From an optimization exercise on the open Yosys and OpenROAD flow, aimed at small area; shortcuts taken in it are not production practice.
RTL that was checked went through simulation tests only; none was proved equivalent to the original.
No driver is modelled on the clock port, so clocking that relies on it looks cheaper here than on a real chip.
Power figures rest on the tool's default switching activity, not on a simulated workload.

==> inputs of wip/harbor <==
==> flow/design.v (excerpt) <==
module RhythmGame_Top (
    input  wire        CLOCK_50,
    input  wire [3:0]  KEY,
    input  wire [9:0]  SW,
    output wire [6:0]  HEX0, HEX1, HEX2, HEX3, HEX4, HEX5,
    output wire [9:0]  LEDR,
    output wire [7:0]  o_DM_Row,
    output wire [7:0]  o_DM_Col,
    output wire        o_Piezo
);
export LEC_CHECK = 0
export CAP_MARGIN = 20
export CORE_MARGIN = 2
export CORE_UTILIZATION = 65
export SLEW_MARGIN = 20
create_clock -name core_clock -period 25.0 [get_ports {CLOCK_50}]
standard.sh (not shown) runs the stock make flow with config.mk's settings and CLKGATE_MAP_FILE= SYNTH_SCRIPT=/design/flow/synth_recipe.tcl, a recipe that flattens the netlist after the stock synthesis.
==> flow/flow/run.sh <==
#!/bin/bash
# Standard synthesis, then the combinational logic is re-mapped for area with
# ABC (flip-flops untouched), then the standard layout steps. Ports are
# buffered with the smallest buffer; CTS takes the arguments in cts_args.txt.
set -euo pipefail
HERE=$(pwd)
RES=$HERE/orfs/results/$FLOW_PLATFORM/RhythmGame_Top/base
bash standard.sh $RES/1_2_yosys.v > synth.log 2>&1
cp $RES/1_2_yosys.v $HERE/1_2_yosys_standard.v
export REOPT_LIB=$FLOW_HOME/platforms/$FLOW_PLATFORM/lib/sky130_fd_sc_hd__tt_025C_1v80.lib
export REOPT_IN=$HERE/1_2_yosys_standard.v
export REOPT_OUT=$RES/1_2_yosys.v
export REOPT_ABC=$HERE/flow/reopt.abc
export REOPT_DONT_USE="$(make -s -C $FLOW_HOME DESIGN_CONFIG=$FLOW_CONFIG print-DONT_USE_CELLS 2>/dev/null | sed "s/^DONT_USE_CELLS: //")"
echo "dont use: $REOPT_DONT_USE" > reopt.log
yosys -c flow/reopt.tcl >> reopt.log 2>&1
touch $RES/1_2_yosys.v
bash standard.sh "BUFFER_PORTS_ARGS=-buffer_cell sky130_fd_sc_hd__buf_1" \
  "CTS_ARGS=$(cat flow/cts_args.txt)" finish > layout.log 2>&1
==> flow/flow/cts_args.txt <==
-sink_clustering_enable -repair_clock_nets -buf_list {sky130_fd_sc_hd__clkbuf_4 sky130_fd_sc_hd__clkbuf_8} -dont_use_dummy_load
==> flow/flow/reopt.abc <==
strash; &get -n; &deepsyn -T 30; &put; dch -f; amap
==> flow/flow/reopt.tcl <==
# Re-optimise the combinational logic of the standard synthesis netlist.
# Flip-flops and tie cells stay as they are (same instances, names and types);
# every other cell is read as its liberty function, flattened and re-mapped.
yosys -import
set lib $::env(REOPT_LIB)
set in  $::env(REOPT_IN)
set out $::env(REOPT_OUT)
read_liberty -ignore_miss_func $lib
read_verilog $in
hierarchy -top $::env(FLOW_TOP)
blackbox sky130_fd_sc_hd__df* sky130_fd_sc_hd__edf* sky130_fd_sc_hd__sdf* sky130_fd_sc_hd__conb_1
flatten
hierarchy -top $::env(FLOW_TOP)
opt -purge
set du {}
foreach c $::env(REOPT_DONT_USE) { lappend du -dont_use $c }
abc -liberty $lib {*}$du -script $::env(REOPT_ABC)
opt_clean -purge
hierarchy -top $::env(FLOW_TOP)
stat -liberty $lib
write_verilog -noattr -nohex -nodec $out
==> wip/maple: changes against wip/harbor <==
--- a/flow/design.v
+++ b/flow/design.v
@@ -18,29 +18,30 @@
 endmodule
 module OnePushControl(
     input  wire i_Clk,
     input  wire i_Rst,
     input  wire i_Push,
     output wire o_fPush
 );
-    reg       r_PushSync0, r_PushSync1;
+    reg       r_KeySync0, r_KeySync1;      
     reg       r_Wait;
     reg [4:0] r_Cnt;
+    wire w_Pressed = ~r_KeySync1;
     wire w_Fb = (r_Cnt[4] ^ r_Cnt[2]) & (|r_Cnt[3:0]);
     always @(posedge i_Clk or negedge i_Rst) begin
         if (!i_Rst) begin
-            r_PushSync0 <= 1'b0;
-            r_PushSync1 <= 1'b0;
+            r_KeySync0  <= 1'b1;
+            r_KeySync1  <= 1'b1;
             r_Wait      <= 1'b0;
             r_Cnt       <= 5'd0;
         end else begin
-            r_PushSync0 <= ~i_Push;
-            r_PushSync1 <= r_PushSync0;
-            r_Wait      <= r_PushSync1 | (r_Wait & (|r_Cnt));
-            r_Cnt       <= {r_Cnt[3:0], w_Fb | (~r_Wait & r_PushSync1)};
+            r_KeySync0  <= i_Push;
+            r_KeySync1  <= r_KeySync0;
+            r_Wait      <= w_Pressed | (r_Wait & (|r_Cnt));
+            r_Cnt       <= {r_Cnt[3:0], w_Fb | (~r_Wait & w_Pressed)};
         end
     end
     assign o_fPush = (r_Cnt == 5'b00001);
 endmodule
 module PushControl (
     input  wire       i_Clk,
     input  wire       i_Rst,
@@ -64,34 +65,37 @@
     output wire        o_Map_Valid,
     output wire [15:0] o_Score,       
     output wire [7:0]  o_Combo,       
     output wire [9:0]  o_HP,
     output reg  [1:0]  o_Sound_Cmd
 );
     reg [1:0]  r_State;
-    reg [10:0] r_Half;
+    reg [10:0] r_NHalf;
+    wire [10:0] r_Half = ~r_NHalf;
     reg [9:0]  r_Speed_Cnt;
     reg [18:0] r_Score, r_HighScore;
     reg [7:0]  r_Combo, r_HighCombo;
     reg [3:0]  r_Miss;
-    reg [31:0] r_Map;
+    reg [31:0] r_NoNote;     
     wire w_Idle = ~(r_State[1] ^ r_State[0]);
     wire w_Play = ~r_State[1] & r_State[0];
     wire w_Over = r_State[1] & ~r_State[0];
     wire w_Hp0  = r_Miss[3] & r_Miss[1];             
     wire w_Act  = w_Play & ~w_Hp0;
     wire [3:0] w_P    = {i_Pulse[0], i_Pulse[1], i_Pulse[2], i_Pulse[3]};
+    wire [31:0] r_Map = ~r_NoNote;
     wire [3:0] w_Row0 = r_Map[3:0];
     wire [3:0] w_Hit  = w_P & w_Row0;
     wire [3:0] w_Mis  = w_P & ~w_Row0;
     wire w_AnyHit  = |w_Hit;
     wire w_AnyMis  = |w_Mis;
     wire w_AnyP    = |w_P;
     wire w_LastHit = w_P[3] ? w_Row0[3] : w_P[2] ? w_Row0[2] : w_P[1] ? w_Row0[1] : w_Row0[0];
     wire [8:0] w_H = r_Half[8:0];
+    wire w_HAbove100 = w_H[8] | w_H[7] | w_H[4] | w_H[3] | w_H[1] | w_H[0];
     wire w_Tick    = (r_Speed_Cnt[9:1] >= w_H);      
     wire w_Perfect = (r_Speed_Cnt > {3'b0, w_H[8:2]}) && (r_Speed_Cnt < {1'b0, w_H});
     wire w_BotMiss = w_Tick & (|(w_Row0 & ~w_Hit));
     wire w_Lose    = w_AnyMis | w_BotMiss;
     wire w_ComboUp = ~w_BotMiss & w_AnyP & w_LastHit;
     wire w_ComboClr = w_BotMiss | (w_AnyP & ~w_LastHit);
     wire [2:0] s4 = r_Score[18:16];
@@ -172,26 +176,26 @@
                 if (r_Combo > r_HighCombo) r_HighCombo <= r_Combo;
             end
             if (w_Over && r_Half == 11'd0) r_State <= 2'b11;
         end
     end
     always @(posedge i_Clk) begin
         if (w_Idle)
-            r_Half <= {2'b00, w_OptHalf};
+            r_NHalf <= ~{2'b00, w_OptHalf};
         else if (w_Play & w_Hp0)
-            r_Half <= 11'd1500;
-        else if (w_Over | (w_Act & w_AnyHit & (w_H != 9'd100)))
-            r_Half <= r_Half - 11'd1;
+            r_NHalf <= ~11'd1500;
+        else if (w_Over | (w_Act & w_AnyHit & w_HAbove100))
+            r_NHalf <= ~(r_Half - 11'd1);
         if (w_Idle & i_Start_Btn)
-            r_Map <= 32'd0;
+            r_NoNote <= 32'hffffffff;
         else if (w_Act) begin
             if (w_Tick)
-                r_Map <= {i_Rand_Val[7:4] & {4{i_Rand_Val[3]}}, r_Map[31:4]};
+                r_NoNote <= {~(i_Rand_Val[7:4] & {4{i_Rand_Val[3]}}), r_NoNote[31:4]};
             else
-                r_Map[3:0] <= w_Row0 & ~w_Hit;
+                r_NoNote[3:0] <= r_NoNote[3:0] | w_Hit;
         end
     end
     assign o_Map       = r_Map;
     assign o_Map_Valid = r_State[1] | r_State[0];
     assign o_HP        = 10'h3ff << r_Miss;
     assign o_Score     = i_View_Mode ? r_HighScore[15:0] : r_Score[15:0];
     assign o_Combo     = i_View_Mode ? r_HighCombo : r_Combo;
@@ -265,40 +269,39 @@
     wire w_End = (r_Cur == 2'd1 & r_Dur[7] & r_Dur[4] & r_Dur[2] & r_Dur[1])    
                | (r_Cur == 2'd2 & r_Dur[6] & r_Dur[5] & r_Dur[4])               
                | (r_Cur == 2'd3 & r_Dur[7] & r_Dur[6] & r_Dur[3]);              
     wire w_Top = (r_Cur == 2'd1) ? ((r_Dur < 8'd76) ? (r_Tone[4] & r_Tone[3])      
                                                     : (r_Tone[5] | r_Tone[4]))     
                : (r_Cur == 2'd2) ? (r_Tone[5] & r_Tone[4])                         
                :                   (&r_Tone[5:1]);                                 
+    wire w_Start = (i_Sound_Cmd != 2'd0);
+    wire w_Act   = (r_Cur != 2'd0);
     always @(posedge i_Clk or negedge i_Rst_n) begin
         if (!i_Rst_n) begin
             r_Cur    <= 2'd0;
             r_Played <= 1'b0;
             o_Piezo  <= 1'b0;
-        end else if (i_Sound_Cmd != 2'd0) begin
-            r_Cur   <= i_Sound_Cmd;
-            o_Piezo <= 1'b0;
-        end else if (r_Cur != 2'd0) begin
-            if (w_End) begin
-                r_Cur   <= 2'd0;
+        end else begin
+            if (w_Act & ~w_Start) r_Played <= 1'b1;
+            if (w_Start) begin
+                r_Cur   <= i_Sound_Cmd;
                 o_Piezo <= 1'b0;
-            end else begin
-                r_Played <= 1'b1;
-                if (r_Played & w_Top) o_Piezo <= ~o_Piezo;
+            end else if (w_Act) begin
+                if (w_End) begin
+                    r_Cur   <= 2'd0;
+                    o_Piezo <= 1'b0;
+                end else if (r_Played & w_Top) begin
+                    o_Piezo <= ~o_Piezo;
+                end
             end
         end
     end
     always @(posedge i_Clk) begin
-        if (i_Sound_Cmd != 2'd0) begin
-            r_Dur  <= 8'd0;
-            r_Tone <= 6'd0;
-        end else if (r_Cur != 2'd0 && !w_End) begin
-            r_Dur <= r_Dur + 8'd1;
-            if (r_Played) r_Tone <= w_Top ? 6'd0 : r_Tone + 6'd1;
-        end
+        r_Dur  <= w_Start ? 8'd0 : r_Dur + 8'd1;
+        r_Tone <= (w_Start | ~r_Played | w_Top) ? 6'd0 : r_Tone + 6'd1;
     end
 endmodule
 module UI (
     input  wire        i_Clk,
     input  wire        i_Rst_n,
     input  wire [15:0] i_Score,       
     input  wire [7:0]  i_Combo,       
==> flow/flow/run.sh (replaced) <==
#!/bin/bash
# Standard synthesis, then the combinational logic is re-mapped for area with
# ABC (flip-flops untouched), then the standard layout steps. Ports are
# buffered with the smallest buffer; CTS takes the arguments in cts_args.txt
# and cts_post.tcl then shrinks clock buffers where the clock slew allows.
set -euo pipefail
HERE=$(pwd)
RES=$HERE/orfs/results/$FLOW_PLATFORM/RhythmGame_Top/base
bash standard.sh $RES/1_2_yosys.v > synth.log 2>&1
cp $RES/1_2_yosys.v $HERE/1_2_yosys_standard.v
export REOPT_LIB=$FLOW_HOME/platforms/$FLOW_PLATFORM/lib/sky130_fd_sc_hd__tt_025C_1v80.lib
export REOPT_IN=$HERE/1_2_yosys_standard.v
export REOPT_OUT=$RES/1_2_yosys.v
export REOPT_ABC=$HERE/flow/reopt.abc
export REOPT_DONT_USE="$(make -s -C $FLOW_HOME DESIGN_CONFIG=$FLOW_CONFIG print-DONT_USE_CELLS 2>/dev/null | sed "s/^DONT_USE_CELLS: //")"
echo "dont use: $REOPT_DONT_USE" > reopt.log
yosys -c flow/reopt.tcl >> reopt.log 2>&1
touch $RES/1_2_yosys.v
bash standard.sh "BUFFER_PORTS_ARGS=-buffer_cell sky130_fd_sc_hd__buf_1" \
  "CTS_ARGS=$(cat flow/cts_args.txt)" "POST_CTS_TCL=$HERE/flow/cts_post.tcl" \
  finish > layout.log 2>&1
==> flow/flow/cts_args.txt (replaced) <==
-sink_clustering_enable -repair_clock_nets -buf_list sky130_fd_sc_hd__clkbuf_8 -dont_use_dummy_load
==> flow/flow/cts_post.tcl (new file) <==
set slew_limit 0.110
set sizes {sky130_fd_sc_hd__clkbuf_2 sky130_fd_sc_hd__clkbuf_4}
proc max_clk_slew {} {
  estimate_parasitics -placement
  set mx 0
  foreach p [get_pins -hierarchical */CLK] {
    set s [get_property $p slew_max]
    if { $s > $mx } { set mx $s }
  }
  return $mx
}
puts "cts_post: max clock pin slew before: [max_clk_slew]"
set bufs {}
foreach i [[ord::get_db_block] getInsts] {
  set m [[$i getMaster] getName]
  if { [string match clkbuf_* [$i getName]] && $m eq "sky130_fd_sc_hd__clkbuf_8" } {
    lappend bufs [$i getName]
  }
}
foreach b $bufs {
  set orig [[[[ord::get_db_block] findInst $b] getMaster] getName]
  set done 0
  foreach c $sizes {
    replace_cell $b $c
    set s [max_clk_slew]
    if { $s <= $slew_limit } {
      puts "cts_post: $b $orig -> $c (max slew $s)"
      set done 1
      break
    }
  }
  if { !$done } {
    replace_cell $b $orig
    puts "cts_post: $b stays $orig"
  }
}
puts "cts_post: max clock pin slew after: [max_clk_slew]"
detailed_placement
check_placement -verbose
==> metrics.md <==
| Metric | Value |
|---|---|
| GRT Resource Usage Total | `25.5%` |
| Count of plain and timing-repair buffers in the layout | `83` |
| Inverters, non-clock | `171` |
| Register share of the cell area | `49.0%` |
| Global-route wire length before repair | `29.5 mm` |
| Result of the run | `no timing/DRC/antenna violations` |
| Worst slack at placement | `13070 ps` |
| Power per unit of standard cell area | `87.6 nW/um2` |
Source of the figures above: wip/harbor

==> metrics.md <==
| Metric | Value |
|---|---|
| Global-route wire length before repair | `28.8 mm` |
| Tightest slew margin relative to the limit | `35.2%` |
| Result of the run | `no timing/DRC/antenna violations` |
| Worst slack at placement | `12640 ps` |
| Register share of the cell area | `50.1%` |
| Count of plain and timing-repair buffers in the layout | `84` |
| Crit start category | `input pin` |
| GRT Resource Usage Total | `26.6%` |
| Inverters, non-clock | `116` |
Source of the figures above: wip/maple

No functional check of the RTL was part of wip/harbor.

## re-timing with driven ports
How much do the figures lean on ideal ports? The routed layouts below were timed once more, with nothing changed but the port constraints. Step 1, drivers: a clkbuf_16 drives CLOCK_50 and a buf_2 each remaining input, both assumed. Step 2 times the ports against the registers' clock, not the clock port: input delays grow and output delays shrink by t, the midpoint of the rising clock arrivals with the driver on. a / b / c = ideal ports / drivers / drivers and shift; a / b = the first two.
run | t (ns) | setup slack, ns | worst setup path after step 2 | slew at the worst register clock pin (ns) | pins driven straight from the clock port
wip/harbor | 0.480 | 13.055 / 13.032 / 13.032 | input to output | 0.10 / 0.10 | 1
wip/maple | 0.828 | 12.639 / 12.618 / 12.618 | input to output | 0.11 / 0.11 | 1
After both steps setup and hold are still met in every run listed. The setup slack of wip/harbor, which loses most, moves by -0.023 ns with the drivers and by -0.023 ns with both steps.
